Context: an optimization exercise on an open-source flow, tuned for small area. The choices shown serve that exercise and are no tape-out recipe. Function was checked by simulation only, so behaviour that the tests miss may differ from the original.

## job 8200
## Tetris
module Tetris(
    input wire        Clk_In,
    input wire        Rotate,
    input wire        Left,
    input wire        Right,
    input wire        Down,
    input wire        Pause,
    input wire        Rst,
    output wire [7:0] RGB,
    output wire       Hsync,
    output wire       Vsync
    );
==> flow/config.mk <==
export PLATFORM = sky130hd
export DESIGN_NAME = Tetris
export DESIGN_NICKNAME = Tetris
export VERILOG_FILES = /design/flow/design.v
export SDC_FILE = /design/flow/constraint.sdc
export NUM_CORES = 8
export LEC_CHECK = 0
export ABC_AREA = 1
export CAP_MARGIN = 30
export CELL_PAD_IN_SITES_DETAIL_PLACEMENT = 1
export CELL_PAD_IN_SITES_GLOBAL_PLACEMENT = 2
export CORE_MARGIN = 2
export CORE_UTILIZATION = 28
export GPL_TIMING_DRIVEN = 0
export PLACE_DENSITY = 0.55
export SLEW_MARGIN = 30
export SYNTH_MEMORY_MAX_BITS = 65536
==> flow/constraint.sdc <==
create_clock -name core_clock -period 20.0 [get_ports {Clk_In}]
set_input_delay 4.0000 -clock core_clock [delete_from_list [all_inputs] [get_ports {Clk_In}]]
set_output_delay 4.0000 -clock core_clock [all_outputs]
set_load 0.01 [all_outputs]
standard.sh (not shown) runs the stock make flow with config.mk's settings and CLKGATE_MAP_FILE= SYNTH_SCRIPT=/design/flow/synth_recipe.tcl, a recipe that flattens the netlist after the stock synthesis.
==> flow/flow/run.sh <==
#!/bin/bash
# Own layout flow: the standard flow (standard.sh) with three changes.
#  1. The ABC script that maps the synthesised logic to standard cells is an
#     area-oriented one (flow/abc_area.script) instead of ORFS's.
#  2. Clock tree synthesis builds fewer, larger sink clusters and inserts no
#     dummy loads (CTS_ARGS below).
#  3. The port buffers are buf_2 cells (BUFFER_PORTS_ARGS below).
# Everything else (synthesis passes, register names and cells, floorplan,
# power grid, placement, routing) is the standard flow's.  The make output
# goes to flow_make.log; ORFS keeps each step's log under orfs/logs/.
set -euo pipefail
W=$(pwd)
cat > "$W/own_synth.tcl" <<TCL
# The standard flow's synthesis script (synth_recipe.tcl), with ABC's -script replaced
proc abc {args} {
  set i [lsearch -exact \$args -script]
  if {\$i >= 0} { lset args [expr {\$i + 1}] {$W/flow/abc_area.script} }
  yosys abc {*}\$args
}
source {$W/synth_recipe.tcl}
TCL
sed "s#SYNTH_SCRIPT=[^ ]*#SYNTH_SCRIPT=$W/own_synth.tcl#" "$W/standard.sh" > "$W/own_standard.sh"
grep -q "SYNTH_SCRIPT=$W/own_synth.tcl" "$W/own_standard.sh"
CTS="-sink_clustering_enable -repair_clock_nets -sink_clustering_size 24"
CTS="$CTS -sink_clustering_max_diameter 70 -buf_list sky130_fd_sc_hd__clkbuf_16"
CTS="$CTS -dont_use_dummy_load"
PORTS="-inputs -outputs -buffer_cell sky130_fd_sc_hd__buf_2"
bash "$W/own_standard.sh" "CTS_ARGS=$CTS" "BUFFER_PORTS_ARGS=$PORTS" finish \
  > "$W/flow_make.log" 2>&1
==> flow/flow/abc_area.script <==
strash
dc2
balance
rewrite
refactor
balance
rewrite
rewrite -z
balance
refactor -z
rewrite -z
balance
dc2
amap
topo
Job 8200: full flow OK, the timing, design-rule and antenna checks passed
For job 8781, these inputs were changed with respect to job 8200:
diff --git a/flow/config.mk b/flow/config.mk
--- a/flow/config.mk
+++ b/flow/config.mk
@@ -12,5 +12,5 @@
 export CORE_MARGIN = 2
-export CORE_UTILIZATION = 28
+export CORE_UTILIZATION = 32
 export GPL_TIMING_DRIVEN = 0
-export PLACE_DENSITY = 0.55
+export PLACE_DENSITY = 0.6
 export SLEW_MARGIN = 30
## What came out
- Changes observed in job 8781 relative to job 8200: number of cells in the finished layout apart from fillers fell 2.4%; fraction of met3 tracks used by global routing rose 7.2 points; cell count of the worst reg-to-reg path rose 7.1%; count of input and output buffers about even.

========
lane 1:
Tetris, a different RTL version from the one above (not shown whole).
For scale: about 330 flip-flops, ~17 I/O pins, about 33000 um2 of cells after synthesis.
Settings: LEC_CHECK=0, ABC_AREA=1, CAP_MARGIN=20, CELL_PAD_IN_SITES_DETAIL_PLACEMENT=1, CELL_PAD_IN_SITES_GLOBAL_PLACEMENT=2, CORE_MARGIN=2, CORE_UTILIZATION=30, PLACE_DENSITY=0.45, SLEW_MARGIN=20, SYNTH_MEMORY_MAX_BITS=65536; clock period 20.0 ns.
run.sh (not shown) runs the stock make flow with config.mk's settings and CLKGATE_MAP_FILE= SYNTH_SCRIPT=/design/flow/synth_recipe.tcl, a recipe that flattens the netlist after the stock synthesis.
Stock flow here: none of the scripts above is used.
Lane 1: full flow OK, the timing, design-rule and antenna checks passed
Input changes introduced in lane 2 (baseline for comparison: lane 1):
# lane 1
export LEC_CHECK = 0
export ABC_AREA = 1
export CAP_MARGIN = 20
export CELL_PAD_IN_SITES_DETAIL_PLACEMENT = 1
export CELL_PAD_IN_SITES_GLOBAL_PLACEMENT = 2
export CORE_MARGIN = 2
export CORE_UTILIZATION = 30
export PLACE_DENSITY = 0.45
export SLEW_MARGIN = 20
export SYNTH_MEMORY_MAX_BITS = 65536
create_clock -name core_clock -period 20.0 [get_ports {Clk_In}]
# lane 2
export LEC_CHECK = 0
export ABC_AREA = 1
export CAP_MARGIN = 20
export CELL_PAD_IN_SITES_DETAIL_PLACEMENT = 0
export CELL_PAD_IN_SITES_GLOBAL_PLACEMENT = 0
export CORE_MARGIN = 2
export CORE_UTILIZATION = 65
export PLACE_DENSITY = 0.75
export SLEW_MARGIN = 20
export SYNTH_MEMORY_MAX_BITS = 65536
create_clock -name core_clock -period 20.0 [get_ports {Clk_In}]
Notes after the runs:
Seen in the log of lane 2: GRT-0116 during global routing (5_1_grt), after which the run never completed.
Of lane 2 and lane 1, the higher cell row count belongs to lane 1.
Starting utilization of the core area in lane 2 is 35 points higher than in lane 1
On placed standard-cell area, the lower figure sits with lane 2, not lane 1.
On number of clock buffers inserted by TritonCTS: lane 2 sits below lane 1.
Lane 2 vs lane 1: minimum setup slack after placement up

-- re-timing with driven ports --
In the flow no input, the clock included, has a driving cell. The finished layouts below were timed again as built, in two steps. Step 1 (the two cells are an assumption about what drives the block):
set clk [get_ports {Clk_In}]
set_driving_cell -lib_cell sky130_fd_sc_hd__clkbuf_16 $clk
set_driving_cell -lib_cell sky130_fd_sc_hd__buf_2 [delete_from_list [all_inputs] $clk]
Step 2 times the ports against the registers' clock, not the clock port: input delays grow and output delays shrink by t, the midpoint of the rising clock arrivals with the driver on. a / b / c = no drivers / after step 1 / after step 2; a / b = the first two.
| run | shift t [ns] | setup slack, ns | latest minus earliest clock arrival (ns) | slew at the worst register clock pin (ns) | pins driven straight from the clock port |
|---|---|---|---|---|---|
| job 8200 | 0.681 | 8.228 / 8.228 / 8.083 | 0.133 / 0.133 | 0.09 / 0.09 | 1 |
| job 8781 | 0.689 | 8.170 / 8.169 / 8.169 | 0.089 / 0.088 | 0.10 / 0.10 | 1 |
| lane 1 | 0.695 | 0.807 / 0.849 / 0.154 | 0.052 / 0.052 | 0.07 / 0.07 | 1 |
After both steps every run listed still meets setup and hold. The setup slack of lane 1, which loses most, moves by +0.042 ns with the drivers and by -0.653 ns with both steps.
